Source: an optimization exercise on an open RTL-to-GDS flow (aim: small area, a short achievable clock period and few clock cycles). Production flows keep margins and buffers that such runs may drop.
Function was checked by simulation only, so behaviour that the tests miss may differ from the original.

<file path="flow/config.mk">
export PLATFORM = sky130hd
export DESIGN_NAME = UT_TOP
export DESIGN_NICKNAME = UT_TOP
export VERILOG_FILES = /design/flow/design.v
export SDC_FILE = /design/flow/constraint.sdc
export NUM_CORES = 4
export LEC_CHECK = 0
export ABC_AREA = 1
export ABC_CLOCK_PERIOD_IN_PS = 1500
export CAP_MARGIN = 20
export CORE_MARGIN = 2
export CORE_UTILIZATION = 60
export SETUP_SLACK_MARGIN = 5
export SLEW_MARGIN = 20
</file>
<file path="flow/constraint.sdc">
create_clock -name core_clock -period 9.0 [get_ports {clk}]
set_input_delay 1.8000 -clock core_clock [delete_from_list [all_inputs] [get_ports {clk}]]
set_output_delay 1.8000 -clock core_clock [all_outputs]
set_load 0.01 [all_outputs]
</file>
<file path="flow/design.v">
module B2BCD_IP (
    input  [5:0] bin,
    output reg [7:0] bcd
);
always @(*) begin
    case (bin)
        6'd0: bcd = 8'h00;
        6'd1: bcd = 8'h01;
        6'd2: bcd = 8'h02;
        6'd3: bcd = 8'h03;
        6'd4: bcd = 8'h04;
        6'd5: bcd = 8'h05;
        6'd6: bcd = 8'h06;
        6'd7: bcd = 8'h07;
        6'd8: bcd = 8'h08;
        6'd9: bcd = 8'h09;
        6'd10: bcd = 8'h10;
        6'd11: bcd = 8'h11;
        6'd12: bcd = 8'h12;
        6'd13: bcd = 8'h13;
        6'd14: bcd = 8'h14;
        6'd15: bcd = 8'h15;
        6'd16: bcd = 8'h16;
        6'd17: bcd = 8'h17;
        6'd18: bcd = 8'h18;
        6'd19: bcd = 8'h19;
        6'd20: bcd = 8'h20;
        6'd21: bcd = 8'h21;
        6'd22: bcd = 8'h22;
        6'd23: bcd = 8'h23;
        6'd24: bcd = 8'h24;
        6'd25: bcd = 8'h25;
        6'd26: bcd = 8'h26;
        6'd27: bcd = 8'h27;
        6'd28: bcd = 8'h28;
        6'd29: bcd = 8'h29;
        6'd30: bcd = 8'h30;
        6'd31: bcd = 8'h31;
        6'd32: bcd = 8'h32;
        6'd33: bcd = 8'h33;
        6'd34: bcd = 8'h34;
        6'd35: bcd = 8'h35;
        6'd36: bcd = 8'h36;
        6'd37: bcd = 8'h37;
        6'd38: bcd = 8'h38;
        6'd39: bcd = 8'h39;
        6'd40: bcd = 8'h40;
        6'd41: bcd = 8'h41;
        6'd42: bcd = 8'h42;
        6'd43: bcd = 8'h43;
        6'd44: bcd = 8'h44;
        6'd45: bcd = 8'h45;
        6'd46: bcd = 8'h46;
        6'd47: bcd = 8'h47;
        6'd48: bcd = 8'h48;
        6'd49: bcd = 8'h49;
        6'd50: bcd = 8'h50;
        6'd51: bcd = 8'h51;
        6'd52: bcd = 8'h52;
        6'd53: bcd = 8'h53;
        6'd54: bcd = 8'h54;
        6'd55: bcd = 8'h55;
        6'd56: bcd = 8'h56;
        6'd57: bcd = 8'h57;
        6'd58: bcd = 8'h58;
        6'd59: bcd = 8'h59;
        6'd60: bcd = 8'h60;
        6'd61: bcd = 8'h61;
        6'd62: bcd = 8'h62;
        6'd63: bcd = 8'h63;
    endcase
end
endmodule
module YEAR_LUT (
    input  [4:0] y4,
    output reg [3:0] t,
    output reg [2:0] u
);
always @(*) begin
    case (y4)
        5'd0: begin t = 4'd7; u = 3'd0; end
        5'd1: begin t = 4'd7; u = 3'd2; end
        5'd2: begin t = 4'd7; u = 3'd4; end
        5'd3: begin t = 4'd8; u = 3'd1; end
        5'd4: begin t = 4'd8; u = 3'd3; end
        5'd5: begin t = 4'd9; u = 3'd0; end
        5'd6: begin t = 4'd9; u = 3'd2; end
        5'd7: begin t = 4'd9; u = 3'd4; end
        5'd8: begin t = 4'd0; u = 3'd1; end
        5'd9: begin t = 4'd0; u = 3'd3; end
        5'd10: begin t = 4'd1; u = 3'd0; end
        5'd11: begin t = 4'd1; u = 3'd2; end
        5'd12: begin t = 4'd1; u = 3'd4; end
        5'd13: begin t = 4'd2; u = 3'd1; end
        5'd14: begin t = 4'd2; u = 3'd3; end
        5'd15: begin t = 4'd3; u = 3'd0; end
        5'd16: begin t = 4'd3; u = 3'd2; end
        5'd17: begin t = 4'd3; u = 3'd4; end
        default: begin t = y4[3:0]; u = y4[2:0]; end
    endcase
end
endmodule
module UT_TOP (
    clk, rst_n, in_valid, in_time,
    out_valid, out_display, out_day
);
input clk, rst_n, in_valid;
input [30:0] in_time;
output reg out_valid;
output reg [3:0] out_display;
output reg [2:0] out_day;
reg [4:0] cnt;
wire idle = (cnt == 5'd0);
reg [9:0]  R1;     
reg [7:0]  T;      
reg [15:0] S;      
reg [6:0]  LO;     
reg [1:0]  QD;     
reg [2:0]  W;      
reg        gt, lt; 
reg [10:0] R2;     
reg [4:0]  Y;      
reg [1:0]  YO;     
wire [3:0] MO = S[5:2];
wire [4:0] DY = S[10:6];
wire [11:0] x1 = {R1, S[15:14]};
wire        c1a = (x1 >= 12'd675), c1b = (x1 >= 12'd1350), c1c = (x1 >= 12'd2025);
wire [1:0]  q1 = c1c ? 2'd3 : c1b ? 2'd2 : c1a ? 2'd1 : 2'd0;
wire [11:0] r1n = c1c ? x1 - 12'd2025 : c1b ? x1 - 12'd1350 : c1a ? x1 - 12'd675 : x1;
wire [12:0] x2 = {R2, QD};
wire        c2a = (x2 >= 13'd1461), c2b = (x2 >= 13'd2922), c2c = (x2 >= 13'd4383);
wire [1:0]  q2 = c2c ? 2'd3 : c2b ? 2'd2 : c2a ? 2'd1 : 2'd0;
wire [12:0] r2n = c2c ? x2 - 13'd4383 : c2b ? x2 - 13'd2922 : c2a ? x2 - 13'd1461 : x2;
reg [2:0] wn;
always @(*) begin
    case ({W, q1})
        5'd0: wn = 3'd0;   5'd1: wn = 3'd1;   5'd2: wn = 3'd2;   5'd3: wn = 3'd3;
        5'd4: wn = 3'd4;   5'd5: wn = 3'd5;   5'd6: wn = 3'd6;   5'd7: wn = 3'd0;
        5'd8: wn = 3'd1;   5'd9: wn = 3'd2;   5'd10: wn = 3'd3;  5'd11: wn = 3'd4;
        5'd12: wn = 3'd5;  5'd13: wn = 3'd6;  5'd14: wn = 3'd0;  5'd15: wn = 3'd1;
        5'd16: wn = 3'd2;  5'd17: wn = 3'd3;  5'd18: wn = 3'd4;  5'd19: wn = 3'd5;
        5'd20: wn = 3'd6;  5'd21: wn = 3'd0;  5'd22: wn = 3'd1;  5'd23: wn = 3'd2;
        5'd24: wn = 3'd3;  5'd25: wn = 3'd4;  5'd26: wn = 3'd5;  5'd27: wn = 3'd6;
        5'd28: wn = 3'd0;  5'd29: wn = 3'd1;  5'd30: wn = 3'd2;  default: wn = 3'd3;
    endcase
end
reg [1:0] gdig;
always @(*) begin
    case (cnt[3:0])
        4'd2, 4'd3, 4'd4: gdig = 2'd2;
        4'd5: gdig = 2'd3;
        4'd7: gdig = 2'd3;
        4'd8: gdig = 2'd1;
        default: gdig = 2'd0;
    endcase
end
wire GEnow = gt | (~lt & c1a);
wire GE = gt | ~lt;
wire [4:0]  HQ = {S[1:0], LO[6:4]};
wire [8:0]  xh = (cnt == 5'd9) ? R1[9:1] : {T, HQ[4]};
wire        bh = (xh >= 9'd225);
wire [8:0]  rh = bh ? xh - 9'd225 : xh;
wire        cma = (T >= 8'd60), cmb = (T >= 8'd120), cmc = (T >= 8'd180);
wire [1:0]  qm = cmc ? 2'd3 : cmb ? 2'd2 : cma ? 2'd1 : 2'd0;
wire [7:0]  rm = cmc ? T - 8'd180 : cmb ? T - 8'd120 : cma ? T - 8'd60 : T;
wire [8:0] doy  = R2[10:2];
wire       leap = (YO == 2'd2);
wire T1  = (doy >= 9'd31);
wire T2  = leap ? (doy >= 9'd60)  : (doy >= 9'd59);
wire T3  = leap ? (doy >= 9'd91)  : (doy >= 9'd90);
wire T4  = leap ? (doy >= 9'd121) : (doy >= 9'd120);
wire T5  = leap ? (doy >= 9'd152) : (doy >= 9'd151);
wire T6  = leap ? (doy >= 9'd182) : (doy >= 9'd181);
wire T7  = leap ? (doy >= 9'd213) : (doy >= 9'd212);
wire T8  = leap ? (doy >= 9'd244) : (doy >= 9'd243);
wire T9  = leap ? (doy >= 9'd274) : (doy >= 9'd273);
wire T10 = leap ? (doy >= 9'd305) : (doy >= 9'd304);
wire T11 = leap ? (doy >= 9'd335) : (doy >= 9'd334);
wire [3:0] mcalc;
assign mcalc[3] = T8;
assign mcalc[2] = T4 & ~T8;
assign mcalc[1] = (T2 & ~T4) | (T6 & ~T8) | T10;
assign mcalc[0] = (T1 & ~T2) | (T3 & ~T4) | (T5 & ~T6) | (T7 & ~T8) | (T9 & ~T10) | T11;
reg [4:0] mst;
always @(*) begin
    case ({leap, MO})
        5'd0:  mst = 5'd31;  5'd1:  mst = 5'd30;  5'd2:  mst = 5'd26;  5'd3:  mst = 5'd25;
        5'd4:  mst = 5'd23;  5'd5:  mst = 5'd22;  5'd6:  mst = 5'd20;  5'd7:  mst = 5'd19;
        5'd8:  mst = 5'd18;  5'd9:  mst = 5'd16;  5'd10: mst = 5'd15;  5'd11: mst = 5'd13;
        5'd16: mst = 5'd31;  5'd17: mst = 5'd30;  5'd18: mst = 5'd27;  5'd19: mst = 5'd26;
        5'd20: mst = 5'd24;  5'd21: mst = 5'd23;  5'd22: mst = 5'd21;  5'd23: mst = 5'd20;
        5'd24: mst = 5'd19;  5'd25: mst = 5'd17;  5'd26: mst = 5'd16;  5'd27: mst = 5'd14;
        default: mst = 5'd0;
    endcase
end
wire [4:0] dcalc = DY - mst;
reg [3:0] mun;
always @(*) begin
    case (MO)
        4'd0: mun = 4'd1;  4'd1: mun = 4'd2;  4'd2: mun = 4'd3;  4'd3: mun = 4'd4;
        4'd4: mun = 4'd5;  4'd5: mun = 4'd6;  4'd6: mun = 4'd7;  4'd7: mun = 4'd8;
        4'd8: mun = 4'd9;  4'd9: mun = 4'd0;  4'd10: mun = 4'd1; 4'd11: mun = 4'd2;
        default: mun = MO;    
    endcase
end
wire [3:0] yt;
wire [2:0] yu;
YEAR_LUT u_year (.y4(Y), .t(yt), .u(yu));
wire [1:0] yo = (cnt == 5'd10) ? q2 : YO;
wire       ycarry = (yu == 3'd4) && yo[1];
wire [3:0] ytens = ycarry ? ((yt == 4'd9) ? 4'd0 : yt + 4'd1) : yt;
wire [3:0] yu2 = {yu, 1'b0} + yo;
wire [3:0] yunits = (yu2 >= 4'd10) ? yu2 - 4'd10 : yu2;
reg [5:0] cv;
always @(*) begin
    case (cnt)
        5'd14, 5'd15: cv = {1'b0, DY};
        5'd16, 5'd17: cv = {1'b0, HQ};
        5'd18, 5'd19: cv = {T[1:0], LO[3:0]};
        default:      cv = T[7:2];
    endcase
end
wire [7:0] cbcd;
B2BCD_IP u_bcd (.bin(cv), .bcd(cbcd));
reg [3:0] dig;
always @(*) begin
    case (cnt)
        5'd8:  dig = GEnow ? 4'd2 : 4'd1;
        5'd9:  dig = GE ? 4'd0 : 4'd9;
        5'd10: dig = ytens;
        5'd11: dig = yunits;
        5'd12: dig = (MO >= 4'd9) ? 4'd1 : 4'd0;
        5'd13: dig = mun;
        5'd14, 5'd16, 5'd18, 5'd20: dig = cbcd[7:4];
        default: dig = cbcd[3:0];
    endcase
end
wire dslot = (cnt >= 5'd8) && (cnt <= 5'd21);
always @(posedge clk or negedge rst_n) begin
    if (!rst_n) begin
        cnt <= 5'd0;
    end else begin
        if (in_valid && idle) cnt <= 5'd1;
        else if (cnt == 5'd22) cnt <= 5'd0;
        else if (!idle) cnt <= cnt + 5'd1;
    end
end
always @(posedge clk or negedge rst_n) begin
    if (!rst_n) begin
        out_valid <= 1'b0;
        out_display <= 4'd0;
        out_day <= 3'd0;
    end else begin
        out_valid <= dslot;
        out_display <= dslot ? dig : 4'd0;
        out_day <= (cnt == 5'd8) ? wn : dslot ? W : 3'd0;
    end
end
always @(posedge clk) begin
    if (idle) begin
        R1 <= {2'b00, in_time[30:23]};
        S  <= in_time[22:7];
        LO <= in_time[6:0];
        QD <= 2'd0;
        W  <= 3'd2;
        gt <= 1'b0;
        lt <= 1'b0;
        R2 <= 11'd0;
    end else begin
        S[15:11] <= S[13:9];
        if (cnt <= 5'd8) S[10:0] <= {S[8:0], 2'b00};
        QD <= (cnt == 5'd9) ? 2'd2 : q1;
        if (cnt <= 5'd8) W <= wn;
        if (!gt && !lt) begin
            gt <= (q1 > gdig);
            lt <= (q1 < gdig);
        end
        R2 <= r2n[10:0];
        if (cnt <= 5'd9) Y <= {Y[2:0], q2};
        if (cnt == 5'd10) YO <= q2;
        R1 <= r1n[9:0];
        if (cnt == 5'd9) begin
            T <= rh[7:0];
            {S[1:0], LO[6:4]} <= {R1[0], LO[6:4], bh};
        end
        if (cnt >= 5'd10 && cnt <= 5'd13) begin
            T <= rh[7:0];
            {S[1:0], LO[6:4]} <= {HQ[3:0], bh};
        end
        if (cnt >= 5'd14 && cnt <= 5'd16) begin
            T <= {rm[5:0], LO[3:2]};
            LO[3:0] <= {LO[1:0], qm};
        end
        if (cnt == 5'd11) S[5:2] <= mcalc;
        if (cnt == 5'd11) S[10:6] <= doy[4:0];
        if (cnt == 5'd12) S[10:6] <= dcalc;
    end
end
endmodule
</file>
<file path="flow/flow/run.sh">
#!/bin/bash
# Standard layout, except:
#  - synthesis maps adders and comparators through ABC (no full/half-adder
#    cell extraction), with a stronger area-oriented ABC script
#    (flow/abc_area.script, used in place of ORFS's abc_area.script);
#  - port buffers are plain buf_1 cells (resized later where timing needs it);
#  - clock tree synthesis adds no dummy loads;
#  - timing repair aims for 2.67 ns paths.
set -euo pipefail
rm -rf scripts_local
cp -r "$FLOW_HOME/scripts" scripts_local
cp flow/abc_area.script scripts_local/abc_area.script
bash standard.sh "SCRIPTS_DIR=$PWD/scripts_local" ADDER_MAP_FILE= SETUP_SLACK_MARGIN=6.33 \
  "BUFFER_PORTS_ARGS=-buffer_cell sky130_fd_sc_hd__buf_1" \
  "CTS_ARGS=-sink_clustering_enable -repair_clock_nets -dont_use_dummy_load" \
  finish > flow_make.log 2>&1
</file>
<file path="flow/flow/abc_area.script">
strash
&get -n
&fraig -x
&put
scorr
dc2
dc2
strash
dch -f
map {D}
topo
stime -c
buffer -c
upsize -c
dnsize -c
</file>
<file path="flow/standard.sh">
#!/bin/bash
# synth_recipe.tcl (not shown) runs the flow's synth.tcl, then flattens the netlist and writes it again
# the make line also repeats each setting of config.mk as NAME=value (left out here)
make -C /OpenROAD-flow-scripts/flow DESIGN_CONFIG=/design/flow/config.mk WORK_HOME=/design/flow/orfs CLKGATE_MAP_FILE= SYNTH_SCRIPT=/design/flow/synth_recipe.tcl "${@:-finish}"
</file>
==> metrics.log, run 1 <==
INFO  metric finalSetupViolCount = 0
INFO  metric floorplan.die_area = approximately 12,000 µm²
INFO  metric synth.ff_latch_count = just under 80
INFO  metric clk_pin_slew = 0.08 ns
INFO  metric cp_top_family = flip-flops
INFO  metric instances_no_fill = 1,150
INFO  metric synth_enable_flop_cells = 33
INFO  metric synth.yosys.seq_area_share = 0.305
INFO  metric tritoncts = done
INFO  metric critPathBufInv = 1
INFO  metric avgViaCountPerCell = about 6.5
INFO  metric drt-initial-drc-count = a little under 1,000
INFO  metric rr_worst_depth = 5
INFO  metric grt_antenna_before_repair = 0
INFO  metric number_of_routed_nets_with_antenna_violations = 0
INFO  metric ios = 42
INFO  metric remaining_drc_errors = 0
INFO  metric initial_core_util = 0.622
INFO  metric routed-via-count = about 7,500
INFO  metric critPathArrivalTime = roughly 0.87 ns
INFO  metric final_period_minus_worst_setup_slack = between 2 and 3 ns
INFO  metric post-route-worst-setup-slack = approximately 6.3 ns
INFO  metric die-width = ~110 µm
INFO  metric dominantRegCellSynth = sky130_fd_sc_hd__edfxtp_1
INFO  metric worst_setup_path_start_kind = register
INFO  metric clk_latency_worst_skew_pair = 0.37 ns
INFO  metric timing.clock.skew = roughly 0.027 ns
INFO  metric average_wire_length_per_cell_after_detail_routing = roughly 17 µm
INFO  metric proportion_of_netlist_area_held_by_the_largest_area_contributor = 0.153
INFO  metric synthCells = approximately 980
INFO  metric setup.worst_path.end_class = output pin
INFO  metric holdPathEnd = S[13]
INFO  metric syn-mean-instance-area = roughly 6.6 µm²
INFO  metric cpPeakStageDelay = roughly 0.38 ns
INFO  metric yosys_warnings = 3
INFO  metric cts_buffer_count = 9
INFO  metric hp-class = reg -> reg
INFO  metric mostFrequentLayoutCell = sky130_fd_sc_hd__nand2_1
INFO  metric regToRegSetupSlack = about 6.4 ns
INFO  metric synth.top_cells.by_area = sky130_fd_sc_hd__edfxtp_1 15%, sky130_fd_sc_hd__nand2_1 12%, sky130_fd_sc_hd__dfxtp_1 10%
INFO  metric cts.path.max_buffers = 2
INFO  metric dp_hpwl = 14,300 µm
INFO  metric vias_in_the_first_global_route = roughly 6,500
INFO  metric diodes = 0
INFO  metric drt_wl_total = ~20,000 µm
INFO  metric post-route-period-util = 0.296
INFO  metric seqCellArea = 1980 µm²
INFO  metric nNetsFinal = between 1,000 and 1,500
INFO  metric drv.max_cap_violation_count = 0
INFO  metric finalHoldViolations = 0
INFO  metric die_y = between 100 and 150 µm
INFO  metric grtUsageTotal = 0.341
INFO  metric clock_tree.root_cell = sky130_fd_sc_hd__clkbuf_8
INFO  metric core_area = 10,400 µm²
INFO  metric fmaxAchievable = 0.375 GHz
INFO  metric io_buffers = 41
INFO  metric area.growth.synth_to_final = 7.83%
INFO  metric crit_path_launch = out_display[1]
INFO  metric slew_headroom = 0.280
INFO  metric multiInputGateArea = ~4000 µm²
INFO  metric cts_hold_buf = 0
INFO  metric overflow = 0
INFO  metric crit_chain = clkbuf_2
INFO  metric num-fill-cells = between 900 and 1,000
INFO  metric layout.cells.most_common_list = 204 x sky130_fd_sc_hd__nand2_1, 110 x sky130_fd_sc_hd__inv_1, 100 x sky130_fd_sc_hd__o21ai_0, 86 x sky130_fd_sc_hd__nor2_1, 74 x sky130_fd_sc_hd__a21oi_1
INFO  metric syn_area = 6470 µm²
INFO  metric rsz0062_at_grt = yes
INFO  metric drt_pre_antenna_iters = 5
INFO  metric timing.rr.start = cnt[4]
INFO  metric tightest_slew = 1.08 ns
INFO  metric syn-num-nets = a little over 1,000
INFO  metric detailedPlace.worstSlack = 5.72 ns
INFO  metric critical_path.slowest_cell = sky130_fd_sc_hd__dfrtp_1
INFO  metric crit_required = 7.20 ns
INFO  metric routabilityCongestion = about 0.97
INFO  metric count_of_unique_library_cells_instantiated_by_yosys = between 60 and 70
INFO  metric placed_cells_incl_taps = 1,126
INFO  metric share_of_synthesized_flip_flops_with_an_asynchronous_set_or_reset = 0.165
INFO  metric cts.htree.levels = 3
INFO  metric final_layout_size_suffix_gt1_frac = 0.0730
INFO  metric tns = 0 ns
INFO  metric grt_max_degree = 24
INFO  metric clock-sinks = 79
INFO  metric outcome = timing/DRC/antenna clean
INFO  metric timing.setup.critical_path_class = reg -> out
INFO  metric synthDominantAreaCellType = sky130_fd_sc_hd__edfxtp_1
INFO  metric slew_viol_final = 0
INFO  metric r2r-end = S[6]
INFO  metric hold-worst-slack = around 0.42 ns
INFO  metric min_path_cells = 2
INFO  metric fp-row-count = 37
INFO  metric grt_first_pass_wirelength = about 31,000 µm
INFO  metric worstPathMaxFanout = 1
INFO  metric hold_path.startpoint = S[11]
[sequential cells by signal, indices dropped and copies added, names as in the netlist, 2 cells and up]
name / cells
Y: 5
W: 3
out_day: 3
out_display: 4
QD: 2
LO: 7
cnt: 5
T: 8
R1: 10
R2: 11
YO: 2
S: 16
[cells in the mapped netlist, types with 4 or more instances]
cell type and number:
sky130_fd_sc_hd__buf_2 17, sky130_fd_sc_hd__nand2_1 205, sky130_fd_sc_hd__nor2_1 90, sky130_fd_sc_hd__o21bai_1 6, sky130_fd_sc_hd__xor2_1 6, sky130_fd_sc_hd__nor3_1 24
sky130_fd_sc_hd__nor2_2 4, sky130_fd_sc_hd__o21ai_0 100, sky130_fd_sc_hd__o21ai_1 13, sky130_fd_sc_hd__a21oi_1 76, sky130_fd_sc_hd__nand3b_1 4, sky130_fd_sc_hd__nor4_1 4
sky130_fd_sc_hd__clkbuf_1 13, sky130_fd_sc_hd__o211ai_1 20, sky130_fd_sc_hd__o221ai_1 5, sky130_fd_sc_hd__o22ai_1 9, sky130_fd_sc_hd__o2111ai_1 12, sky130_fd_sc_hd__dfxtp_1 33
sky130_fd_sc_hd__nand4_1 32, sky130_fd_sc_hd__a31oi_1 24, sky130_fd_sc_hd__nand3_1 63, sky130_fd_sc_hd__inv_1 111, sky130_fd_sc_hd__edfxtp_1 33, sky130_fd_sc_hd__dfrtp_1 13
sky130_fd_sc_hd__a22oi_1 4
[cell families (layout without fill, tap and decap cells)]
kind of cell              Yosys count  in the layout  share of synthesized area
and+or+nand+nor                   440            443                      0.301
AOI/OAI and AO/OA                 307            307                      0.291
buffers and inverters             148            177                     0.0916
DFF                                79             79                      0.305
xor gates and xnor gates            7              7                    0.00947
muxes                               1              1                    0.00155
[layout make-up]
| type | instances | area share |
|---|---|---|
| flip-flops and latches | 79 | 0.284 |
| repair inverters | 1 | 0.000717 |
| clock buffers | 9 | 0.0177 |
| well taps | 136 | 0.0244 |
| multi-input cells | 758 | 0.575 |
| inverters | 114 | 0.0624 |
| repair buffers | 53 | 0.0358 |
[per-layer routing]
| metal | GRT usage | share of wire |
|---|---|---|
| met5 | 0 | 0 |
| met3 | 0.0508 | 0.11 |
| met1 | 0.491 | 0.42 |
| met2 | 0.524 | 0.44 |
| met4 | 0.111 | 0.024 |
[worst max path at each step]
stage	depth (start not counted)	endpoint
2_1_floorplan	11	T[2]
3_3_place_gp	6	LO[4]
3_5_place_dp	6	LO[5]
4_1_cts	7	S[10]
5_1_grt	10	out_display[2]
6_report	1	out_display[1]
[stage by stage]
stage	utilization	area (µm²)
6_report	0.670	6980
5_1_grt	0.670	6980
4_1_cts	0.655	6830
3_5_place_dp	0.638	6650
3_3_place_gp	0.638	6650
2_1_floorplan	-	6470
[what timing repair did]
action,in CTS,in global routing
endpoints found under the setup margin,65,52
endpoints found under the hold margin,0,0
setup buffers,0,11
gates resized for setup,7,23
cloned,4,0
pin swaps,2,2
Testbench counts, summed over its fixed seeds: cycles 11,768.
==> inputs of run 2 (changes only) <==
==> flow/flow/run.sh (replaced) <==
#!/bin/bash
# Standard layout, except:
#  - synthesis maps adders and comparators through ABC (no full/half-adder
#    cell extraction), with a stronger area-oriented ABC script
#    (flow/abc_area.script, used in place of ORFS's abc_area.script);
#  - port buffers are plain buf_1 cells (resized later where timing needs it);
#  - clock tree synthesis adds no dummy loads;
set -euo pipefail
rm -rf scripts_local
cp -r "$FLOW_HOME/scripts" scripts_local
cp flow/abc_area.script scripts_local/abc_area.script
bash standard.sh "SCRIPTS_DIR=$PWD/scripts_local" ADDER_MAP_FILE= \
  "BUFFER_PORTS_ARGS=-buffer_cell sky130_fd_sc_hd__buf_1" \
  "CTS_ARGS=-sink_clustering_enable -repair_clock_nets -dont_use_dummy_load" \
  finish > flow_make.log 2>&1
==> run 2 against run 1 <==
Synthesized cell count unchanged. Via count fell by 2.2%. Register-to-register slack got worse by 0.73 ns. Maximum frequency fell by 20%. Final area shrank 2.9%. Critical path type is now reg -> reg. Utilization is 1.9 points lower. Clock skew rose by 0.0075 ns. Setup slack worse by 0.67 ns. Clock-buffer cell count unchanged. Routed wire length is 3.9% lower.
==> metrics.log, run 2 <==
INFO  metric clk_pin_slew = 0.08 ns (about the same)
INFO  metric fp-row-count = 37 (unchanged)
INFO  metric clk_latency_worst_skew_pair = 0.37 ns (about the same)
INFO  metric cts.path.max_buffers = 2 (unchanged)
INFO  metric synth.ff_latch_count = 79 (unchanged)
INFO  metric grt_max_degree = 47 (+96%)
INFO  metric cts_buffer_count = 9 (unchanged)
INFO  metric worstPathMaxFanout = 46 (+45)
INFO  metric synth_compound_gate_area_share = 0.291 (unchanged)
INFO  metric initial_core_util = 0.622 (unchanged)
INFO  metric tns = 0 ns (unchanged)
INFO  metric cpPeakStageDelay = 0.82 ns (+0.44 ns)
INFO  metric post-route-period-util = 0.371 (+0.0742)
INFO  metric num-fill-cells = 949 (+1.3%)
INFO  metric critPathBufInv = 2 (+1)
INFO  metric setup.worst_path.end_class = register
INFO  metric diodes = 0 (unchanged)
INFO  metric mostFrequentLayoutCell = sky130_fd_sc_hd__nand2_1
INFO  metric nNetsFinal = 1,035 (-1.4%)
INFO  metric cts.repair.resized = 0 (-7)
INFO  metric rr_worst_depth = 6 (+1)
INFO  metric yosys_warnings = 3 (unchanged)
INFO  metric fmaxAchievable = 0.300 GHz (-20%)
INFO  metric finalHoldViolations = 0 (unchanged)
INFO  metric holdPathEnd = S[13]
INFO  metric timing.clock.skew = 0.0345 ns (+0.00746 ns)
INFO  metric cpMostUsedCell = sky130_fd_sc_hd__nand2_1
INFO  metric ios = 42 (unchanged)
INFO  metric hold-worst-slack = 0.424 ns (+0.000293 ns)
INFO  metric core_area = 10,400 µm² (unchanged)
INFO  metric drv.max_cap_violation_count = 0 (unchanged)
INFO  metric count_of_unique_library_cells_instantiated_by_yosys = 63 (unchanged)
INFO  metric tritoncts = done
INFO  metric number_of_setup_buffers_added_after_cts = 0 (unchanged)
INFO  metric drt_pre_antenna_iters = 5 (unchanged)
INFO  metric final_layout_size_suffix_gt1_frac = 0.0380 (-0.0349)
INFO  metric proportion_of_netlist_area_held_by_the_largest_area_contributor = 0.153 (unchanged)
INFO  metric avgViaCountPerCell = 6.48 (-0.92%)
INFO  metric routabilityCongestion = 0.968 (unchanged)
INFO  metric routed-via-count = 7,350 (-2.2%)
INFO  metric dp_hpwl = 14,300 µm (unchanged)
INFO  metric synth_enable_flop_cells = 33 (unchanged)
INFO  metric worst_setup_path_start_kind = register
INFO  metric average_wire_length_per_cell_after_detail_routing = 16.7 µm (-2.7%)
INFO  metric share_of_synthesized_flip_flops_with_an_asynchronous_set_or_reset = 0.165 (unchanged)
INFO  metric most_frequent_cell_after_synthesis = sky130_fd_sc_hd__nand2_1
INFO  metric final_period_minus_worst_setup_slack = 3.33 ns (+0.668 ns)
INFO  metric r2r-end = LO[5]
INFO  metric grt_first_pass_wirelength = 30,600 µm (-2.7%)
INFO  metric max_flop_register = S
INFO  metric die-width = 108 µm (unchanged)
INFO  metric die_y = 108 µm (unchanged)
INFO  metric area.growth.synth_to_final = 4.70%
INFO  metric cp_top_family = simple AND/OR/NAND/NOR gates
INFO  metric overflow = 0 (unchanged)
INFO  metric timing.setup.critical_path_class = reg -> reg
INFO  metric min_path_cells = 2 (unchanged)
INFO  metric hp-class = reg -> reg
INFO  metric post-route-worst-setup-slack = 5.67 ns (-0.668 ns)
INFO  metric grtUsageTotal = 0.330 (-0.0109)
INFO  metric dominantRegCellSynth = sky130_fd_sc_hd__edfxtp_1
INFO  metric syn-mean-instance-area = 6.59 µm² (unchanged)
INFO  metric rsz0062_at_grt = no
INFO  metric tightest_slew = 1.04 ns (-0.0407 ns)
INFO  metric slew_viol_final = 0 (unchanged)
INFO  metric drt_wl_total = 19,000 µm (-3.9%)
INFO  metric crit_required = 9.07 ns (+1.87 ns)
INFO  metric io_buffers = 41 (unchanged)
INFO  metric regToRegSetupSlack = 5.67 ns (-0.73 ns)
INFO  metric number_of_routed_nets_with_antenna_violations = 0 (unchanged)
INFO  metric finalSetupViolCount = 0 (unchanged)
INFO  metric detailedPlace.worstSlack = 5.72 ns (unchanged)
INFO  metric syn_area = 6470 µm² (unchanged)
INFO  metric floorplan.die_area = 11,600 µm² (unchanged)
INFO  metric yosys.area_share.xor_xnor = 0.00947 (unchanged)
INFO  metric clock-sinks = 79 (unchanged)
INFO  metric vias_in_the_first_global_route = 6,378 (-1.7%)
INFO  metric synth_top_family_by_area = simple AND/OR/NAND/NOR gates
INFO  metric grt_antenna_before_repair = 0 (unchanged)
INFO  metric hold_path.startpoint = S[11]
INFO  metric clock_tree.root_cell = sky130_fd_sc_hd__clkbuf_8
INFO  metric synth.yosys.seq_area_share = 0.305 (unchanged)
INFO  metric cts_hold_buf = 0 (unchanged)
INFO  metric synth_common_cells = 205 x sky130_fd_sc_hd__nand2_1, 111 x sky130_fd_sc_hd__inv_1, 100 x sky130_fd_sc_hd__o21ai_0
INFO  metric synth_simple_gate_area_share = 0.301 (unchanged)
INFO  metric critPathArrivalTime = 3.40 ns (+2.53 ns)
INFO  metric critical_path.slowest_cell = sky130_fd_sc_hd__nor2_4
INFO  metric share_of_cell_area_taken_by_muxes_after_synthesis = 0.00155 (unchanged)
INFO  metric largest_register_ff_count = 16 (unchanged)
INFO  metric timing.rr.start = cnt[1]
INFO  metric remaining_drc_errors = 0 (unchanged)
INFO  metric slew_headroom = 0.307 (+0.0263)
INFO  metric layout_top_registers = S: 16 flops, R2: 11 flops, R1: 10 flops
INFO  metric cts.htree.levels = 3 (unchanged)
INFO  metric layout.cells.most_common_list = 205 x sky130_fd_sc_hd__nand2_1, 111 x sky130_fd_sc_hd__inv_1, 100 x sky130_fd_sc_hd__o21ai_0, 89 x sky130_fd_sc_hd__nor2_1, 76 x sky130_fd_sc_hd__a21oi_1
INFO  metric synthDominantAreaCellType = sky130_fd_sc_hd__edfxtp_1
INFO  metric drt-initial-drc-count = 864 (-11%)
INFO  metric outcome = timing/DRC/antenna clean
INFO  metric synthCells = 982 (unchanged)
INFO  metric dpl-instance-area = 6650 µm² (unchanged)
INFO  metric syn-num-nets = 1,016 (unchanged)
INFO  metric final_design_area_no_fill = 6780 µm² (-2.9%)
INFO  metric crit_chain = nor2_1, nand2_1, nor2_4, inv_1, buf_4, nand2_1
INFO  metric yosys.area_share.adder = 0 (unchanged)
INFO  metric synth.top_cells.by_area = sky130_fd_sc_hd__edfxtp_1 15%, sky130_fd_sc_hd__nand2_1 12%, sky130_fd_sc_hd__dfxtp_1 10%
[run 2: changes by cell type in the layout (fill, tap and decap cells not counted), moves of 3 or more]
cell / delta
sky130_fd_sc_hd__buf_1: +5
sky130_fd_sc_hd__buf_4: -11
sky130_fd_sc_hd__clkbuf_2: -5
sky130_fd_sc_hd__nor2_1: +3
sky130_fd_sc_hd__nor2_2: -3
[run 2: through the flow]
step                      std cells   util
final                          1135  0.651
after global routing           1135  0.651
after CTS                      1135  0.650
after detailed placement       1126  0.638
after global placement         1126  0.638
after floorplan                 982      -
[run 2: cell type report]
cell class | count | area (µm²) | share of cell area
multi-input cells | 755 | 3920 | 0.578
flip-flops and latches | 79 | 1980 | 0.292
inverters | 114 | 428 | 0.0631
well taps | 136 | 170 | 0.0251
repair buffers | 42 | 161 | 0.0238
clock buffers | 9 | 124 | 0.0183
[run 2: cells by family after synthesis]
logic type | count (synthesis)
buffers and inverters | 148
DFF | 79
AOI/OAI and AO/OA | 307
and+or+nand+nor | 440
muxes | 1
xor gates and xnor gates | 7
[run 2: layer usage]
layer  routed length [µm]  up-vias  track usage
li1                     -     3517            -
met1                 8140     3351        0.481
met2                 8370      448        0.510
met3                 2090       34       0.0400
met4                  356        0        0.103
met5                    0        -            0
[run 2: worst max path at each step]
| stage | start | end | cells after the start | slack (ns) |
|---|---|---|---|---|
| 2_1_floorplan | cnt[4] | T[2] | 11 | 6.81 |
| 3_3_place_gp | cnt[1] | LO[4] | 6 | 5.90 |
| 3_5_place_dp | cnt[1] | LO[5] | 6 | 5.72 |
| 4_1_cts | cnt[1] | LO[5] | 6 | 5.70 |
| 5_1_grt | cnt[1] | LO[5] | 6 | 5.49 |
| 6_report | cnt[1] | LO[5] | 6 | 5.67 |
[run 2: worst reg2reg max path, delay by kind of cell, from the launching register on]
kind | cells | cell delay [ns]
flops | 1 | 0.51
buf+inv | 2 | 1.08
simple gates | 4 | 1.46
==> inputs of run 3 (changes only) <==
--- a/flow/design.v
+++ b/flow/design.v
@@ -118,7 +118,7 @@
 reg [1:0]  QD;     
 reg [2:0]  W;      
 reg        gt, lt; 
-reg [10:0] R2;     
+reg [10:0] R2;
 reg [4:0]  Y;      
 reg [1:0]  YO;     
 wire [3:0] MO = S[5:2];
@@ -240,7 +240,7 @@
     if (!rst_n) begin
         cnt <= 5'd0;
     end else begin
-        if (in_valid && idle) cnt <= 5'd1;
+        if (in_valid) cnt <= 5'd1;
         else if (cnt == 5'd22) cnt <= 5'd0;
         else if (!idle) cnt <= cnt + 5'd1;
     end
--- a/flow/flow/run.sh
+++ b/flow/flow/run.sh
@@ -5,11 +5,12 @@
 #    (flow/abc_area.script, used in place of ORFS's abc_area.script);
 #  - port buffers are plain buf_1 cells (resized later where timing needs it);
 #  - clock tree synthesis adds no dummy loads;
+#  - timing repair aims for 2.57 ns paths.
 set -euo pipefail
 rm -rf scripts_local
 cp -r "$FLOW_HOME/scripts" scripts_local
 cp flow/abc_area.script scripts_local/abc_area.script
-bash standard.sh "SCRIPTS_DIR=$PWD/scripts_local" ADDER_MAP_FILE= \
+bash standard.sh "SCRIPTS_DIR=$PWD/scripts_local" ADDER_MAP_FILE= SETUP_SLACK_MARGIN=6.43 \
   "BUFFER_PORTS_ARGS=-buffer_cell sky130_fd_sc_hd__buf_1" \
   "CTS_ARGS=-sink_clustering_enable -repair_clock_nets -dont_use_dummy_load" \
   finish > flow_make.log 2>&1
==> run 3 against run 2 <==
Sequential share of layout area shrank 1.3 points. Final area grew 5.0%. Still clean. Die area grew 3.0%. Synthesized cell count grew 1.1%. Area after synthesis grew 3.1%.
==> metrics.log, run 3 <==
INFO  metric outcome = timing/DRC/antenna clean
INFO  metric cts.path.max_buffers = 2 (unchanged)
INFO  metric route.layer.met1.wl = 8260 µm (+1.4%)
INFO  metric fp-row-count = 38 (+2.7%)
INFO  metric setup.worst_path.end_class = output pin
INFO  metric placed_cells_incl_taps = 1,145 (+1.7%)
INFO  metric num-fill-cells = 994 (+4.7%)
INFO  metric rsz0062_at_grt = yes
INFO  metric grt_max_degree = 42 (-11%)
INFO  metric average_wire_length_per_cell_after_detail_routing = 16.2 µm (-2.9%)
INFO  metric die_y = 109 µm (+1.5%)
INFO  metric post-route-period-util = 0.296 (-0.0746)
INFO  metric overflow = 0 (unchanged)
INFO  metric cts.htree.levels = 3 (unchanged)
INFO  metric clk_latency_worst_skew_pair = 0.37 ns (about the same)
INFO  metric critical_path.slowest_cell = sky130_fd_sc_hd__dfrtp_1
INFO  metric final_layout_size_suffix_gt1_frac = 0.0974 (+0.0593)
INFO  metric routed-wl-met2 = 8960 µm (+7.0%)
INFO  metric layout.cells.most_common_list = 207 x sky130_fd_sc_hd__nand2_1, 98 x sky130_fd_sc_hd__nor2_1, 93 x sky130_fd_sc_hd__o21ai_0, 91 x sky130_fd_sc_hd__inv_1, 76 x sky130_fd_sc_hd__a21oi_1
INFO  metric instances_no_fill = 1,167 (+2.8%)
INFO  metric worst_setup_path_start_kind = register
INFO  metric largest_register_ff_count = 16 (unchanged)
INFO  metric synth_enable_flop_cells = 33 (unchanged)
INFO  metric tightest_slew = 0.856 ns (-0.182 ns)
INFO  metric routabilityCongestion = 0.950 (-1.9%)
INFO  metric area.growth.synth_to_final = 6.60%
INFO  metric proportion_of_netlist_area_held_by_the_largest_area_contributor = 0.148 (-0.00459)
INFO  metric most_frequent_cell_after_synthesis = sky130_fd_sc_hd__nand2_1
INFO  metric tritoncts = done
INFO  metric core_area = 10,800 µm² (+4.1%)
INFO  metric syn-mean-instance-area = 6.72 µm² (+2.0%)
INFO  metric finalSetupViolCount = 0 (unchanged)
INFO  metric critPathBufInv = 1 (-1)
INFO  metric dp_hpwl = 14,200 µm (-0.65%)
INFO  metric clk_pin_slew = 0.08 ns (about the same)
INFO  metric grt_first_pass_wirelength = 30,000 µm (-2.0%)
INFO  metric critPathArrivalTime = 0.86 ns (-2.54 ns)
INFO  metric mostFrequentLayoutCell = sky130_fd_sc_hd__nand2_1
INFO  metric number_of_routed_nets_with_antenna_violations = 0 (unchanged)
INFO  metric share_of_synthesized_flip_flops_with_an_asynchronous_set_or_reset = 0.165 (unchanged)
INFO  metric worstPathMaxFanout = 1 (-98%)
INFO  metric tns = 0 ns (unchanged)
INFO  metric cts_hold_buf = 0 (unchanged)
INFO  metric met3RoutedLength = 1260 µm (-40%)
INFO  metric cts_buffer_count = 9 (unchanged)
INFO  metric top_layer = met4
INFO  metric die-width = 109 µm (+1.5%)
INFO  metric count_of_unique_library_cells_instantiated_by_yosys = 74 (+17%)
INFO  metric timing.setup.critical_path_class = reg -> out
INFO  metric detailedPlace.worstSlack = 6.43 ns (+0.710 ns)
INFO  metric grt_antenna_before_repair = 0 (unchanged)
INFO  metric routed-via-count = 7,217 (-1.8%)
INFO  metric nNetsFinal = 1,063 (+2.7%)
INFO  metric drt-initial-drc-count = 859 (-0.58%)
INFO  metric clock-sinks = 79 (unchanged)
INFO  metric floorplan.die_area = 12,000 µm² (+3.0%)
INFO  metric avgViaCountPerCell = 6.18 (-4.5%)
INFO  metric ios = 42 (unchanged)
INFO  metric slew_headroom = 0.426 (+0.119)
INFO  metric synth.yosys.seq_area_share = 0.296 (-0.00916)
INFO  metric final_period_minus_worst_setup_slack = 2.66 ns (-0.671 ns)
INFO  metric yosys_warnings = 3 (unchanged)
INFO  metric syn_area = 6670 µm² (+3.1%)
INFO  metric hp-class = reg -> reg
INFO  metric io_buffers = 41 (unchanged)
INFO  metric diodes = 0 (unchanged)
INFO  metric crit_chain = buf_1
INFO  metric clock_tree.root_cell = sky130_fd_sc_hd__clkbuf_8
INFO  metric cpPeakStageDelay = 0.38 ns (-0.44 ns)
INFO  metric timing.clock.skew = 0.0163 ns (-0.0182 ns)
INFO  metric drv.max_cap_violation_count = 0 (unchanged)
INFO  metric finalCoreUtilization = 0.656 (+0.00559)
INFO  metric cp_top_family = flip-flops
INFO  metric finalHoldViolations = 0 (unchanged)
INFO  metric fmaxAchievable = 0.375 GHz (+25%)
INFO  metric post-route-worst-setup-slack = 6.34 ns (+0.671 ns)
INFO  metric syn-num-nets = 1,027 (+1.1%)
INFO  metric layout_top_registers = S: 16 flops, R2: 11 flops, R1: 10 flops
INFO  metric synthCells = 993 (+1.1%)
INFO  metric vias_in_the_first_global_route = 6,209 (-2.6%)
INFO  metric synth_common_cells = 207 x sky130_fd_sc_hd__nand2_1, 100 x sky130_fd_sc_hd__nor2_1, 93 x sky130_fd_sc_hd__o21ai_0
INFO  metric initial_core_util = 0.616 (-0.00585)
INFO  metric slew_viol_final = 0 (unchanged)
INFO  metric synth.ff_latch_count = 79 (unchanged)
INFO  metric remaining_drc_errors = 0 (unchanged)
INFO  metric synthDominantAreaCellType = sky130_fd_sc_hd__edfxtp_1
INFO  metric drt_wl_total = 18,900 µm (-0.15%)
INFO  metric dominantRegCellSynth = sky130_fd_sc_hd__edfxtp_1
INFO  metric grtUsageTotal = 0.320 (-0.00979)
INFO  metric synth.top_cells.by_area = sky130_fd_sc_hd__edfxtp_1 15%, sky130_fd_sc_hd__nand2_1 12%, sky130_fd_sc_hd__dfxtp_1 9.9%
INFO  metric max_flop_register = S
INFO  metric drt_pre_antenna_iters = 7 (+2)
INFO  metric crit_required = 7.20 ns (-1.87 ns)
[run 3: changes by cell type after synthesis, sizes merged, moves of 5 or more]
| cell | before | now |
|---|---|---|
| clkbuf | 14 | 9 |
| inv | 113 | 105 |
| nand3 | 64 | 74 |
| nor2 | 97 | 110 |
| nor3 | 25 | 20 |
| o21ai | 116 | 109 |
| or2 | 1 | 6 |
[run 3: routing by layer]
metal  up-vias  GRT usage
met5         -          0
met4         0      0.122
met3        42     0.0409
met2       315      0.526
met1      3266      0.430
li1       3594          -
[run 3: final cells by class]
cell class	count	area [µm²]	share of cell area
sequential	79	1980	0.279
clock buffer	9	124	0.0174
timing repair buffer	56	272	0.0382
tap	140	175	0.0246
multi-input combinational	777	4160	0.585
inverter	106	400	0.0563
[run 3: worst paths after layout]
path,from,endpoint,slack (ns),cells past startpoint
worst max-delay path,out_day[0],out_day[0],6.34,1
worst min-delay path,S[13],S[15],0.44,2
worst max register to register,R2[7],out_display[2],6.54,9
worst min register to register,S[13],S[15],0.44,2
max in group asynchronous,rst_n,cnt[1],6.97,1
min in group asynchronous,rst_n,out_day[0],1.49,1
[run 3: logic make-up after synthesis]
family,share of synthesized area
compound gates,0.291
xor+xnor,0.0105
buf+inv,0.0844
flops,0.296
simple gates,0.318
[run 3: what timing repair did]
item / in CTS / in global routing
setup buffers: 0 / 13
cloned: 0 / 0
hold endpoints to repair: 0 / 0
pin swaps: 0 / 2
endpoints found under the setup margin: 11 / 35
resized for setup: 2 / 13
[run 3: per-stage QoR]
step | area, µm² | hold WS, ns
after detailed placement | 6860 | 0.423
final | 7110 | 0.436
after global placement | 6860 | 0.424
after floorplan | 6670 | 0.396
after global routing | 7110 | 0.483
after CTS | 7000 | 0.443
Testbench counts of run 3, summed over its fixed seeds: cycles 11,768.
==> inputs of run 4 (changes only) <==
--- a/flow/flow/run.sh
+++ b/flow/flow/run.sh
@@ -12,5 +12,5 @@
 cp flow/abc_area.script scripts_local/abc_area.script
 bash standard.sh "SCRIPTS_DIR=$PWD/scripts_local" ADDER_MAP_FILE= SETUP_SLACK_MARGIN=6.43 \
   "BUFFER_PORTS_ARGS=-buffer_cell sky130_fd_sc_hd__buf_1" \
-  "CTS_ARGS=-sink_clustering_enable -repair_clock_nets -dont_use_dummy_load" \
+  "CTS_ARGS=-sink_clustering_enable -repair_clock_nets -dont_use_dummy_load -sink_clustering_size 100 -sink_clustering_max_diameter 500" \
   finish > flow_make.log 2>&1
==> run 4 against run 3 <==
Register-to-register slack about the same. Routed wire length unchanged. Highest routed layer unchanged. Hold slack unchanged. Clock-buffer cell count unchanged. Maximum frequency unchanged. Synthesized cell count unchanged. Cell count unchanged. Area after synthesis unchanged. Still clean. Global-route usage unchanged.
==> metrics.log, run 4 <==
INFO  metric die_y = 109 µm (unchanged)
INFO  metric share_of_synthesized_flip_flops_with_an_asynchronous_set_or_reset = 0.165 (unchanged)
INFO  metric num-fill-cells = 994 (unchanged)
INFO  metric proportion_of_netlist_area_held_by_the_largest_area_contributor = 0.148 (unchanged)
INFO  metric number_of_routed_nets_with_antenna_violations = 0 (unchanged)
INFO  metric io_buffers = 41 (unchanged)
INFO  metric synthDominantAreaCellType = sky130_fd_sc_hd__edfxtp_1
INFO  metric post-route-period-util = 0.296 (unchanged)
INFO  metric synth_common_cells = 207 x sky130_fd_sc_hd__nand2_1, 100 x sky130_fd_sc_hd__nor2_1, 93 x sky130_fd_sc_hd__o21ai_0
INFO  metric worstPathMaxFanout = 1 (unchanged)
INFO  metric overflow = 0 (unchanged)
INFO  metric slew_viol_final = 0 (unchanged)
INFO  metric diodes = 0 (unchanged)
INFO  metric cts_buffer_count = 9 (unchanged)
INFO  metric final_layout_size_suffix_gt1_frac = 0.0974 (unchanged)
INFO  metric initial_core_util = 0.616 (unchanged)
INFO  metric layout.cells.most_common_list = 207 x sky130_fd_sc_hd__nand2_1, 98 x sky130_fd_sc_hd__nor2_1, 93 x sky130_fd_sc_hd__o21ai_0, 91 x sky130_fd_sc_hd__inv_1, 76 x sky130_fd_sc_hd__a21oi_1
INFO  metric routabilityCongestion = 0.950 (unchanged)
INFO  metric crit_chain = buf_1
INFO  metric synth.top_cells.by_area = sky130_fd_sc_hd__edfxtp_1 15%, sky130_fd_sc_hd__nand2_1 12%, sky130_fd_sc_hd__dfxtp_1 9.9%
INFO  metric route.layer.met1.wl = 8260 µm (unchanged)
INFO  metric crit_required = 7.20 ns (about the same)
INFO  metric floorplan.die_area = 12,000 µm² (unchanged)
INFO  metric post-route-worst-setup-slack = 6.34 ns (unchanged)
INFO  metric clk_pin_slew = 0.08 ns (about the same)
INFO  metric worst_setup_path_start_kind = register
INFO  metric die-width = 109 µm (unchanged)
INFO  metric grt_antenna_before_repair = 0 (unchanged)
INFO  metric drt-initial-drc-count = 859 (unchanged)
INFO  metric top_layer = met4
INFO  metric dp_hpwl = 14,200 µm (unchanged)
INFO  metric clk_latency_worst_skew_pair = 0.37 ns (about the same)
INFO  metric syn_area = 6670 µm² (unchanged)
INFO  metric avgViaCountPerCell = 6.18 (unchanged)
INFO  metric drv.max_cap_violation_count = 0 (unchanged)
INFO  metric rsz0062_at_grt = yes
INFO  metric synthCells = 993 (unchanged)
INFO  metric grtUsageTotal = 0.320 (unchanged)
INFO  metric setup.worst_path.end_class = output pin
INFO  metric cts.htree.levels = 3 (unchanged)
INFO  metric synth_enable_flop_cells = 33 (unchanged)
INFO  metric mostFrequentLayoutCell = sky130_fd_sc_hd__nand2_1
INFO  metric routed-wl-met2 = 8960 µm (unchanged)
INFO  metric grt_max_degree = 42 (unchanged)
INFO  metric most_frequent_cell_after_synthesis = sky130_fd_sc_hd__nand2_1
INFO  metric grt_first_pass_wirelength = 30,000 µm (unchanged)
INFO  metric hold-worst-slack = 0.436 ns (unchanged)
INFO  metric tightest_slew = 0.856 ns (unchanged)
INFO  metric detailedPlace.worstSlack = 6.43 ns (unchanged)
INFO  metric syn-num-nets = 1,027 (unchanged)
INFO  metric critical_path.slowest_cell = sky130_fd_sc_hd__dfrtp_1
INFO  metric tritoncts = done
INFO  metric hp-class = reg -> reg
INFO  metric critPathArrivalTime = 0.86 ns (about the same)
INFO  metric max_flop_register = S
INFO  metric fp-row-count = 38 (unchanged)
INFO  metric finalSetupViolCount = 0 (unchanged)
INFO  metric timing.clock.skew = 0.0163 ns (unchanged)
INFO  metric cp_top_family = flip-flops
INFO  metric nNetsFinal = 1,063 (unchanged)
INFO  metric layout_top_registers = S: 16 flops, R2: 11 flops, R1: 10 flops
INFO  metric multiInputGateArea = 4160 µm² (unchanged)
INFO  metric synth.yosys.seq_area_share = 0.296 (unchanged)
INFO  metric critPathBufInv = 1 (unchanged)
INFO  metric clock-sinks = 79 (unchanged)
INFO  metric drt_pre_antenna_iters = 7 (unchanged)
INFO  metric timing.setup.critical_path_class = reg -> out
INFO  metric clock_tree.root_cell = sky130_fd_sc_hd__clkbuf_8
INFO  metric finalHoldViolations = 0 (unchanged)
INFO  metric tns = 0 ns (unchanged)
INFO  metric cts.path.max_buffers = 2 (unchanged)
INFO  metric syn-mean-instance-area = 6.72 µm² (unchanged)
INFO  metric largest_register_ff_count = 16 (unchanged)
INFO  metric final_period_minus_worst_setup_slack = 2.66 ns (unchanged)
INFO  metric seqCellArea = 1980 µm² (unchanged)
INFO  metric average_wire_length_per_cell_after_detail_routing = 16.2 µm (unchanged)
INFO  metric cpPeakStageDelay = 0.38 ns (about the same)
INFO  metric routed-via-count = 7,217 (unchanged)
INFO  metric count_of_unique_library_cells_instantiated_by_yosys = 74 (unchanged)
INFO  metric dominantRegCellSynth = sky130_fd_sc_hd__edfxtp_1
INFO  metric vias_in_the_first_global_route = 6,209 (unchanged)
INFO  metric drt_wl_total = 18,900 µm (unchanged)
INFO  metric area.growth.synth_to_final = 6.60% (unchanged)
INFO  metric core_area = 10,800 µm² (unchanged)
INFO  metric ios = 42 (unchanged)
INFO  metric slew_headroom = 0.426 (unchanged)
INFO  metric remaining_drc_errors = 0 (unchanged)
INFO  metric outcome = timing/DRC/antenna clean
INFO  metric fmaxAchievable = 0.375 GHz (unchanged)
INFO  metric met3RoutedLength = 1260 µm (unchanged)
INFO  metric synth.ff_latch_count = 79 (unchanged)
INFO  metric yosys_warnings = 3 (unchanged)
run 4: cell counts in the layout (fill, tap and decap cells not counted):
Identical to the previous run, type by type.
run 4: worst paths after layout:
path | from | to | slack (ns) | depth (start not counted)
max | out_day[0] | out_day[0] | 6.34 | 1
min | S[13] | S[15] | 0.44 | 2
max reg2reg | R2[7] | out_display[2] | 6.54 | 9
min reg2reg | S[13] | S[15] | 0.44 | 2
max in group asynchronous | rst_n | cnt[1] | 6.97 | 1
min in group asynchronous | rst_n | out_day[0] | 1.49 | 1
run 4: through the flow:
stage                     std cells   util  area [µm²]
final                          1167  0.656        7110
after floorplan                 993      -        6670
after global placement         1145  0.633        6860
after detailed placement       1145  0.633        6860
after CTS                      1154  0.646        7000
after global routing           1167  0.656        7110
run 4: per-layer routing:
layer / vias up / global-route usage
met5: - / 0
met4: 0 / 0.122
met3: 42 / 0.0409
met2: 315 / 0.526
met1: 3266 / 0.430
li1: 3594 / -
run 4: worst reg2reg max path, stage by stage (launching register included):
cell and delay [ns]:
sky130_fd_sc_hd__dfxtp_1 0.56, sky130_fd_sc_hd__inv_2 0.15, sky130_fd_sc_hd__nor3_1 0.32, sky130_fd_sc_hd__o211ai_2 0.21, sky130_fd_sc_hd__a31oi_4 0.30, sky130_fd_sc_hd__nand3_1 0.11, sky130_fd_sc_hd__nor2_1 0.26, sky130_fd_sc_hd__nand4_1 0.16
sky130_fd_sc_hd__a31oi_1 0.20, sky130_fd_sc_hd__a21oi_1 0.08
run 4: kinds of logic after synthesis:
| kind of cell | Yosys count | share of synthesized area |
|---|---|---|
| AND/OR/NAND/NOR | 465 | 0.318 |
| AO/OA/AOI/OAI | 304 | 0.291 |
| buffers and inverters | 137 | 0.0844 |
| flip-flops | 79 | 0.296 |
| XOR/XNOR | 8 | 0.0105 |
run 4: cell type report:
class                   count  area share
multi-input cells         777       0.585
flip-flops and latches     79       0.279
inverters                 106      0.0563
repair buffers             56      0.0382
well taps                 140      0.0246
clock buffers               9      0.0174
run 4: what timing repair did:
item	in CTS	in global routing
endpoints found under the setup margin	11	35
endpoints found under the hold margin	0	0
hold buffers	0	0
resized for setup	2	13
setup buffers	0	13
pin swaps	0	2
==> inputs of run 5 (changes only) <==
--- a/flow/design.v
+++ b/flow/design.v
@@ -118,7 +118,7 @@
 reg [1:0]  QD;     
 reg [2:0]  W;      
 reg        gt, lt; 
-reg [10:0] R2;
+reg [10:0] R2;     
 reg [4:0]  Y;      
 reg [1:0]  YO;     
 wire [3:0] MO = S[5:2];
@@ -240,7 +240,7 @@
     if (!rst_n) begin
         cnt <= 5'd0;
     end else begin
-        if (in_valid) cnt <= 5'd1;
+        if (in_valid && idle) cnt <= 5'd1;
         else if (cnt == 5'd22) cnt <= 5'd0;
         else if (!idle) cnt <= cnt + 5'd1;
     end
==> flow/flow/run.sh (replaced) <==
#!/bin/bash
# Standard layout, except:
#  - synthesis maps adders and comparators through ABC (no full/half-adder
#    cell extraction), with a stronger area-oriented ABC script
#    (flow/abc_area.script, used in place of ORFS's abc_area.script);
#  - port buffers are plain buf_1 cells (resized later where timing needs it);
#  - clock tree synthesis adds no dummy loads;
#  - timing repair aims for 2.67 ns paths.
set -euo pipefail
rm -rf scripts_local
cp -r "$FLOW_HOME/scripts" scripts_local
cp flow/abc_area.script scripts_local/abc_area.script
bash standard.sh "SCRIPTS_DIR=$PWD/scripts_local" ADDER_MAP_FILE= SETUP_SLACK_MARGIN=6.33 \
  "BUFFER_PORTS_ARGS=-buffer_cell sky130_fd_sc_hd__buf_1" \
  "CTS_ARGS=-sink_clustering_enable -repair_clock_nets -dont_use_dummy_load -root_buf sky130_fd_sc_hd__clkbuf_16 -buf_list sky130_fd_sc_hd__clkbuf_8" \
  finish > flow_make.log 2>&1
==> run 5 against run 4 <==
Still clean. Maximum frequency rose by 0.93%. Die area decreased by 2.9%. Global-route usage up 1.6 points. Hold slack lost 0.017 ns. Final area down 0.26%. First-iteration DRC count up 23%. Register-to-register slack worse by 0.06 ns. Clock-buffer cell count did not move. Synthesized cell count shrank 1.1%. Critical path depth unchanged. Via count grew 4.9%. Largest cell class unchanged. Highest routed layer unchanged.
==> metrics.log, run 5 <==
INFO  metric grt_max_degree = 25 (-40%)
INFO  metric hp-class = reg -> reg
INFO  metric drt_pre_antenna_iters = 6 (-1)
INFO  metric cp-endpoint = out_display[1]
INFO  metric crit_cells = 1 (unchanged)
INFO  metric regToRegSetupSlack = 6.48 ns (-0.06 ns)
INFO  metric cts.path.max_buffers = 2 (unchanged)
INFO  metric slew_viol_final = 0 (unchanged)
INFO  metric crit_path_launch = out_display[1]
INFO  metric grt_antenna_before_repair = 0 (unchanged)
INFO  metric diodes = 0 (unchanged)
INFO  metric max_flop_register = S
INFO  metric clk_latency_worst_skew_pair = 0.35 ns (-0.02 ns)
INFO  metric tightest_slew = 0.879 ns (+0.0236 ns)
INFO  metric syn_area = 6470 µm² (-3.0%)
INFO  metric cts.htree.levels = 3 (unchanged)
INFO  metric dp_hpwl = 14,300 µm (+0.65%)
INFO  metric count_of_unique_library_cells_instantiated_by_yosys = 63 (-15%)
INFO  metric outcome = timing/DRC/antenna clean
INFO  metric synthCells = 982 (-1.1%)
INFO  metric floorplan.die_area = 11,600 µm² (-2.9%)
INFO  metric synth.yosys.seq_area_share = 0.305 (+0.00916)
INFO  metric critPathBufInv = 1 (unchanged)
INFO  metric tritoncts = done
INFO  metric drt-initial-drc-count = 1,058 (+23%)
INFO  metric final_period_minus_worst_setup_slack = 2.64 ns (-0.0246 ns)
INFO  metric crit_required = 7.20 ns (about the same)
INFO  metric average_wire_length_per_cell_after_detail_routing = 17.5 µm (+7.7%)
INFO  metric core_area = 10,400 µm² (-3.9%)
INFO  metric crit_chain = buf_1
INFO  metric post-route-period-util = 0.293 (-0.00273)
INFO  metric rsz0062_at_grt = no
INFO  metric placed_cells_incl_taps = 1,126 (-1.7%)
INFO  metric dominantRegCellSynth = sky130_fd_sc_hd__edfxtp_1
INFO  metric grtUsageTotal = 0.336 (+0.0163)
INFO  metric syn-num-nets = 1,016 (-1.1%)
INFO  metric share_of_synthesized_flip_flops_with_an_asynchronous_set_or_reset = 0.165 (unchanged)
INFO  metric setup.worst_path.end_class = output pin
INFO  metric nNetsFinal = 1,050 (-1.2%)
INFO  metric synth_enable_flop_cells = 33 (unchanged)
INFO  metric remaining_drc_errors = 0 (unchanged)
INFO  metric r2r-end = out_display[0]
INFO  metric overflow = 0 (unchanged)
INFO  metric ios = 42 (unchanged)
INFO  metric finalSetupViolCount = 0 (unchanged)
INFO  metric critPathArrivalTime = 0.84 ns (-0.02 ns)
INFO  metric num-fill-cells = 907 (-8.8%)
INFO  metric area.growth.synth_to_final = 9.61%
INFO  metric drv.max_cap_violation_count = 0 (unchanged)
INFO  metric hold-worst-slack = 0.420 ns (-0.0167 ns)
INFO  metric final_layout_size_suffix_gt1_frac = 0.0720 (-0.0254)
INFO  metric die_y = 108 µm (-1.5%)
INFO  metric clock_tree.root_cell = sky130_fd_sc_hd__clkbuf_16
INFO  metric synth.ff_latch_count = 79 (unchanged)
INFO  metric synth_common_cells = 205 x sky130_fd_sc_hd__nand2_1, 111 x sky130_fd_sc_hd__inv_1, 100 x sky130_fd_sc_hd__o21ai_0
INFO  metric largest_register_ff_count = 16 (unchanged)
INFO  metric most_frequent_cell_after_synthesis = sky130_fd_sc_hd__nand2_1
INFO  metric timing.rr.start = cnt[4]
INFO  metric synthDominantAreaCellType = sky130_fd_sc_hd__edfxtp_1
INFO  metric layout.cells.most_common_list = 204 x sky130_fd_sc_hd__nand2_1, 110 x sky130_fd_sc_hd__inv_1, 100 x sky130_fd_sc_hd__o21ai_0, 85 x sky130_fd_sc_hd__nor2_1, 73 x sky130_fd_sc_hd__a21oi_1
INFO  metric synth.top_cells.by_area = sky130_fd_sc_hd__edfxtp_1 15%, sky130_fd_sc_hd__nand2_1 12%, sky130_fd_sc_hd__dfxtp_1 10%
INFO  metric instances_no_fill = 1,150 (-1.5%)
INFO  metric final_design_area_no_fill = 7100 µm² (-0.26%)
INFO  metric tns = 0 ns (unchanged)
INFO  metric drt_wl_total = 20,100 µm (+6.1%)
INFO  metric cts_buffer_count = 9 (unchanged)
INFO  metric timing.setup.critical_path_class = reg -> out
INFO  metric critical_path.slowest_cell = sky130_fd_sc_hd__dfrtp_1
INFO  metric die-width = 108 µm (-1.5%)
INFO  metric cpPeakStageDelay = 0.37 ns (about the same)
INFO  metric fp-row-count = 37 (-2.6%)
INFO  metric yosys_warnings = 3 (unchanged)
INFO  metric worst_setup_path_start_kind = register
INFO  metric worstPathMaxFanout = 1 (unchanged)
INFO  metric timing.clock.skew = 0.0206 ns (+0.00438 ns)
INFO  metric initial_core_util = 0.622 (+0.00585)
INFO  metric finalHoldViolations = 0 (unchanged)
INFO  metric io_buffers = 41 (unchanged)
INFO  metric rr_worst_depth = 10 (+1)
INFO  metric cp_top_family = flip-flops
INFO  metric layout_top_registers = S: 16 flops, R2: 11 flops, R1: 10 flops
INFO  metric slew_headroom = 0.414 (-0.0119)
INFO  metric clk_pin_slew = 0.06 ns (-0.02 ns)
INFO  metric avgViaCountPerCell = 6.59 (+6.5%)
INFO  metric routed-via-count = 7,573 (+4.9%)
INFO  metric mostFrequentLayoutCell = sky130_fd_sc_hd__nand2_1
INFO  metric vias_in_the_first_global_route = 6,451 (+3.9%)
INFO  metric dpl-instance-area = 6650 µm² (-3.1%)
INFO  metric proportion_of_netlist_area_held_by_the_largest_area_contributor = 0.153 (+0.00459)
INFO  metric clock-sinks = 79 (unchanged)
INFO  metric routabilityCongestion = 0.968 (+1.9%)
INFO  metric grt_first_pass_wirelength = 31,100 µm (+3.8%)
INFO  metric fmaxAchievable = 0.379 GHz (+0.93%)
INFO  metric number_of_routed_nets_with_antenna_violations = 0 (unchanged)
INFO  metric syn-mean-instance-area = 6.59 µm² (-1.9%)
run 5: per-stage QoR:
step           setup slack [ns]  utilization
2_1_floorplan              6.81            -
3_3_place_gp               5.90        0.638
3_5_place_dp               5.72        0.638
4_1_cts                    6.16        0.663
5_1_grt                    6.21        0.681
6_report                   6.36        0.681
run 5: worst min-delay path by stage:
| stage | start | slack [ns] | end | cells past startpoint |
|---|---|---|---|---|
| finish | S[11] | 0.42 | S[13] | 2 |
| global route | S[11] | 0.45 | S[13] | 2 |
| CTS | S[11] | 0.42 | S[13] | 2 |
| detailed placement | S[11] | 0.41 | S[13] | 2 |
| global placement | S[13] | 0.41 | S[15] | 2 |
| floorplan | S[11] | 0.40 | S[13] | 2 |
run 5: layout make-up:
cell class              instances  area, µm²  share of cell area
well taps                     136        170              0.0240
repair inverters                1       5.00            0.000705
flip-flops and latches         79       1980               0.279
multi-input cells             758       4030               0.568
repair buffers                 53        244              0.0344
clock buffers                   9        225              0.0317
inverters                     114        435              0.0614
run 5: cell families after synthesis:
family	count (synthesis)	share of synthesized area
XOR/XNOR	7	0.00947
multiplexers	1	0.00155
flip-flops	79	0.305
AND/OR/NAND/NOR	440	0.301
AO/OA/AOI/OAI	307	0.291
buffers and inverters	148	0.0916
run 5: metal layers:
layer	wire, µm	GRT usage	vias up	share of wire
li1	-	-	3546	-
met4	610	0.116	0	0.030
met5	0	0	-	0
met2	8850	0.519	513	0.44
met1	8140	0.480	3446	0.41
met3	2480	0.0515	68	0.12
run 5: what timing repair did:
| item | in CTS | in global routing |
|---|---|---|
| hold buffers | 0 | 0 |
| buffers inserted | 0 | 11 |
| resized for setup | 5 | 24 |
| setup endpoints to repair | 63 | 79 |
| pin swaps | 1 | 3 |
| cloned | 2 | 2 |
| endpoints found under the hold margin | 0 | 0 |
Testbench counts of run 5, summed over its fixed seeds: cycles 11,768.

[re-timing with driven ports]
The results above use ideal ports. As a check the final layouts listed here were re-extracted and re-timed, cells and wires unchanged. Step 1 (the two cells are an assumption about what drives the block):
set clk [get_ports {clk}]
set_driving_cell -lib_cell sky130_fd_sc_hd__clkbuf_16 $clk
set_driving_cell -lib_cell sky130_fd_sc_hd__buf_2 [delete_from_list [all_inputs] $clk]
Step 2, shift: input delay + t, output delay - t, t = (earliest + latest rising clock arrival at the registers) / 2. This alone moves slack from input paths to output paths. Three values: ideal, step 1, step 2; two values: the first two.
run	shift t [ns]	slack for setup (ns)	cell pins on the clock port's net
run 1	0.394	6.333 / 6.294 / 6.404	1
run 2	0.394	5.665 / 5.665 / 5.665	1
run 3	0.399	6.337 / 6.298 / 6.536	1
run 4	0.399	6.337 / 6.298 / 6.536	1
run 5	0.379	6.361 / 6.319 / 6.477	1
After both steps every run listed still meets setup and hold. The worst setup slack also covers recovery checks on asynchronous resets.
